Source: an optimization exercise on an open RTL-to-GDS flow (aim: small area, a short achievable clock period and few clock cycles per item). Production flows keep margins and buffers that such runs may drop.
RTL that was checked went through simulation tests only; none was proved equivalent to the original.

==> run a <==
==> flow/design.v (excerpt) <==
module mult_top (
    input  logic        clock,
    input  logic        reset,
    input  logic        in_valid,
    input  logic [31:0] in_rs1,
    input  logic [31:0] in_rs2,
    input  logic [5:0]  in_dest,
    input  logic [3:0]  in_bm,
    input  logic [2:0]  in_func,
    output logic        fu_free,
    input  logic [3:0]  b_mm_resolve,
    input  logic        b_mm_mispred,
    input  logic        cdb_gnt,
    output logic        out_valid,
    output logic [31:0] out_result,
    output logic [5:0]  out_dest
);
clock: 6.5 ns
lec_check: 0
cap_margin: 20
core_margin: 2
core_utilization: 50
cts_buf_list: sky130_fd_sc_hd__clkbuf_4 sky130_fd_sc_hd__clkbuf_8
place_density: 0.65
setup_slack_margin: 1.5
slew_margin: 20
synth_hierarchical: 1
synth_minimum_keep_size: 0
run.sh (not shown) runs the stock make flow with config.mk's settings and CLKGATE_MAP_FILE= SYNTH_SCRIPT=/design/flow/synth_recipe.tcl, a recipe that flattens the netlist after the stock synthesis.
==> run b (differences from run a) <==
- CORE_UTILIZATION: 50 -> 65
- CTS_BUF_LIST: sky130_fd_sc_hd__clkbuf_4 sky130_fd_sc_hd__clkbuf_8 -> default
- PLACE_DENSITY: 0.65 -> 0.75
- SETUP_SLACK_MARGIN: 1.5 -> 2.0
==> results.tsv <==
metric	value	unit
gr-usage-met3	7.38	%
crit_start	t_q[73]$_DFFE_PP_	
outcome	finished clean	
num-multi-input-gates	2542	
critPathSlowestCell	fa_2	
holdWs	0.497	ns
crit_type	reg -> out	
mostFrequentLayoutCell	xor2_1	
cts-resized-gates	292	
top_usage_layer	met2	
max_freq	195	MHz
clkbuf_count	19	
cp_cell_sequence	fa_2 -> fa_2 -> ha_4 -> nand2_8 -> nor2_4 -> nand2_4 -> nor2_4 -> nand2_1 -> o21ai_2 -> xor2_1 -> nor2_1 -> a31oi_2 -> buf_2	
vias_per_cell	6.60	
The numbers above come from run a.

==> results.tsv <==
metric	value	unit
synth_cell_type_count	41	
stop_error	[ERROR GRT-0232] Routing congestion too high. Check the congestion heatmap in the GUI.	
ys_seq_area_share	14.6	%
synth-main-ff-cell	edfxtp_1	
synth_common_cells	xor2_1, a22o_1, fa_1	
pin_count	126	
synthTopCellsByArea	fa_1, xor2_1, a22o_1	
outcome	aborted with a tool error	
yosysTopAreaCell	fa_1	
cts-resized-gates	805	
stop_stage	5_1_grt	
port_buffers	124	
initial_utilization	66.0	%
The numbers above come from run b.

Testbench counts of run a, summed over its fixed seeds: cycles 6,414, items 4,800.
Testbench counts of run b, summed over its fixed seeds: cycles 6,414, items 4,800.

========
==> job 602 <==
Another version of the RTL of mult_top (not shown whole).
export LEC_CHECK = 0
export CAP_MARGIN = 20
export CORE_MARGIN = 2
export CORE_UTILIZATION = 50
export CTS_BUF_LIST = sky130_fd_sc_hd__clkbuf_4 sky130_fd_sc_hd__clkbuf_8
export PLACE_DENSITY = 0.65
export SETUP_SLACK_MARGIN = 1.7
export SLEW_MARGIN = 20
export SYNTH_HIERARCHICAL = 1
export SYNTH_MINIMUM_KEEP_SIZE = 0
create_clock -name core_clock -period 6.5 [get_ports {clock}]
standard.sh (not shown) runs the stock make flow with config.mk's settings and CLKGATE_MAP_FILE= SYNTH_SCRIPT=/design/flow/synth_recipe.tcl, a recipe that flattens the netlist after the stock synthesis.
==> flow/flow/run.sh <==
#!/bin/bash
# The standard layout (standard.sh) with two changes to how it is made:
# the input and output ports get plain buf_2 buffers (buffer_ports would
# otherwise pick a delay cell), and clock-tree synthesis inserts no dummy
# loads.  The full make output goes to standard.log in the work folder.
set -euo pipefail
export BUFFER_PORTS_ARGS="-buffer_cell sky130_fd_sc_hd__buf_2"
export CTS_ARGS="-sink_clustering_enable -repair_clock_nets -dont_use_dummy_load -buf_list {sky130_fd_sc_hd__clkbuf_4 sky130_fd_sc_hd__clkbuf_8}"
bash standard.sh > standard.log 2>&1
==> job 3982 (differences from job 602) <==
--- a/flow/config.mk
+++ b/flow/config.mk
@@ -7,10 +7,10 @@
 export LEC_CHECK = 0
 export CAP_MARGIN = 20
 export CORE_MARGIN = 2
-export CORE_UTILIZATION = 50
+export CORE_UTILIZATION = 58
 export CTS_BUF_LIST = sky130_fd_sc_hd__clkbuf_4 sky130_fd_sc_hd__clkbuf_8
-export PLACE_DENSITY = 0.65
-export SETUP_SLACK_MARGIN = 1.7
+export PLACE_DENSITY = 0.72
+export SETUP_SLACK_MARGIN = 1.5
 export SLEW_MARGIN = 20
 export SYNTH_HIERARCHICAL = 1
 export SYNTH_MINIMUM_KEEP_SIZE = 0
==> job 3730 (differences from job 602) <==
--- a/flow/config.mk
+++ b/flow/config.mk
@@ -10,7 +10,7 @@
 export CORE_UTILIZATION = 50
 export CTS_BUF_LIST = sky130_fd_sc_hd__clkbuf_4 sky130_fd_sc_hd__clkbuf_8
 export PLACE_DENSITY = 0.65
-export SETUP_SLACK_MARGIN = 1.7
+export SETUP_SLACK_MARGIN = 1.2
 export SLEW_MARGIN = 20
 export SYNTH_HIERARCHICAL = 1
 export SYNTH_MINIMUM_KEEP_SIZE = 0
==> summary of the runs <==
Of job 602 and job 3730, job 602 has the higher via count (gap 3.6%, measured against job 3730).
In job 3730 the sequential share of layout area is higher than in job 3982, by 0.36 points.
The highest utilization belongs to job 3982, the lowest to job 3730.
Die area: job 3730 is higher than job 3982 (16%).
Between job 3982 and job 3730, the lower global-route usage is in job 3730 (gap 6.2 points).
Against job 3730, the maximum frequency of job 3982 is larger by about 5%.
First-iteration DRC count: job 3982 > job 3730 > job 602.
In job 3730 the wire length is lower than in job 602, by 4.5%.
Testbench counts of job 602, summed over its fixed seeds: cycles 6,414, items 4,800.
Testbench counts of job 3982, summed over its fixed seeds: cycles 6,414, items 4,800.
Testbench counts of job 3730, summed over its fixed seeds: cycles 6,414, items 4,800.

========
==> build 16 <==
mult_top, a different RTL version from the one above (not shown whole).
clock: 6.5 ns
lec_check: 0
cap_margin: 20
core_margin: 2
core_utilization: 65
place_density: 0.75
setup_slack_margin: 2.0
slew_margin: 20
synth_hierarchical: 1
synth_minimum_keep_size: 0
run.sh (not shown) runs the stock make flow with config.mk's settings and CLKGATE_MAP_FILE= SYNTH_SCRIPT=/design/flow/synth_recipe.tcl, a recipe that flattens the netlist after the stock synthesis.
Stock flow here: none of the scripts above is used.
==> inputs of trial 8, as changes to build 16 <==
- CTS_BUF_LIST: not set -> sky130_fd_sc_hd__clkbuf_4 sky130_fd_sc_hd__clkbuf_8
- SETUP_SLACK_MARGIN: 2.0 -> not set
==> qor summary <==
quantity	trial 8	build 16
Layout filler cell count	3,491	2,941
First-pass DRT Iterations	6	8
Setup slack of the critical path after layout	0.200 ns	1.05 ns
Number of DRC markers after the initial detailed-route iteration	3,772	4,465
Area of combinational cells with multiple inputs	0.0263 mm^2	0.0292 mm^2
Instance area at placement	0.0369 mm^2	0.0372 mm^2
Clock root cell	clkbuf_8	clkbuf_16
Crit path largest cell delay	0.61 ns	0.62 ns
Fraction of area in clock buffers and inverters	0.0253	0.0239
Average detailed-routed wire length per instance	31.7 um	34.3 um
Met3 Resource Use GR	0.171	0.191
Routed metal-1 wire length	42,600 um	44,500 um
Detailed placement HPWL	85,300 um	86,700 um
Final Wtd Congestion	0.993	1.03
Non-clock buffering overhead	0.0568	0.0761
Result of the run	timing/DRC/antenna clean	timing/DRC/antenna clean
No functional check of the RTL was part of any run of this note.

========
==> run B <==
mult_top with an RTL version that a note above also has.
export LEC_CHECK = 0
export CAP_MARGIN = 20
export CORE_MARGIN = 2
export CORE_UTILIZATION = 50
export CTS_BUF_LIST = sky130_fd_sc_hd__clkbuf_4 sky130_fd_sc_hd__clkbuf_8
export PLACE_DENSITY = 0.65
export SETUP_SLACK_MARGIN = 1.5
export SLEW_MARGIN = 20
export SYNTH_HIERARCHICAL = 1
export SYNTH_MINIMUM_KEEP_SIZE = 0
create_clock -name core_clock -period 6.5 [get_ports {clock}]
standard.sh (not shown) runs the stock make flow with config.mk's settings and CLKGATE_MAP_FILE= SYNTH_SCRIPT=/design/flow/synth_recipe.tcl, a recipe that flattens the netlist after the stock synthesis.
Scripts as last shown in full above: flow/flow/run.sh
==> inputs of run A, as changes to run B <==
- SETUP_SLACK_MARGIN: 1.5 -> 2.0
==> comparison table <==
metric                                                                   run B       run A
Slack of the worst reg-to-reg path                                     4.39 ns     4.44 ns
Placer Congestion                                                       0.9809       1.047
Capture point of the worst reg-to-reg path                              t_q[0]     t_q[69]
Fraction of area in multi-input gates                                   0.7723      0.7305
Fmax                                                                 197.6 MHz   197.9 MHz
Hold_sp                                                                bm_q[1]     bm_q[0]
Final std cells w/o fill                                                 3,868       4,009
Headroom to the max-slew limit                                          0.2531      0.5216
Crit share post-route                                                   0.7787      0.7773
Run status                                            timing/DRC/antenna clean  timing/DRC/antenna clean
Source-to-sink clock delay at the later pin of the worst-skew pair     0.49 ns     0.48 ns
Final min period                                                      5.061 ns    5.052 ns
Area Overhead vs Synth                                                  16.85%      27.67%
Multi-input logic cell count                                             2,553       2,545
Global-route wire length before repair                              175,400 um  173,000 um
Clock tree skew after final layout                                  0.03698 ns  0.03658 ns
Register fraction of the total cell area                                0.1249      0.1144
Cell total after placement                                               3,764       3,778
Count of plain and timing-repair buffers                                   301         451
Routing usage on met3                                                  0.09006     0.07810
Clock distribution area overhead in the final layout                  0.006519    0.005967
Net count of the finished layout                                         3,738       3,880
Number of antenna diodes                                                     2           1
Testbench counts of run B, summed over its fixed seeds: cycles 6,414, items 4,800.
Testbench counts of run A, summed over its fixed seeds: cycles 6,414, items 4,800.

-- separate check: timing with driven ports --
No port has a modelled driver above. Below, the same layouts with a new extraction and two added sets of constraints. Step 1 sets driving cells, clkbuf_16 on the clock port and buf_2 on the other inputs (assumed; they add their load-dependent delay and slew). Step 2 moves the port delays by t, midway between the first and last clock arrival at a register: inputs arrive t later, outputs are due t later. That takes back most of the time a late clock gives input paths. a / b / c = no drivers / after step 1 / after step 2; a / b = the first two.
run | shift t [ns] | setup slack, ns | worst setup path after step 2 | clock arrival spread, ns | worst slew at a driven data input, ns
run a of note 1 | 0.531 | 1.381 / 1.324 / 0.960 | input to register | 0.020 / 0.020 | 0.09
job 602 | 0.514 | 1.571 / 1.543 / 1.029 | input to register | 0.040 / 0.040 | 0.15
job 3982 | 0.501 | 1.457 / 1.396 / 0.895 | input to register | 0.028 / 0.028 | 0.15
job 3730 | 0.514 | 1.202 / 1.189 / 0.675 | input to register | 0.032 / 0.032 | 0.14
build 16 | 0.675 | 1.051 / 0.996 / 1.299 | input to register | 0.029 / 0.030 | 0.20
trial 8 | 0.694 | 0.200 / 0.147 / 0.641 | input to register | 0.044 / 0.044 | 0.10
run B of note 4 | 0.526 | 1.439 / 1.385 / 0.945 | input to register | 0.039 / 0.039 | 0.08
run A of note 4 | 0.516 | 1.448 / 1.391 / 1.306 | input to register | 0.036 / 0.037 | 0.14
After both steps every run listed still meets setup and hold. The setup slack of job 3982, which loses most, moves by -0.061 ns with the drivers and by -0.562 ns with both steps.
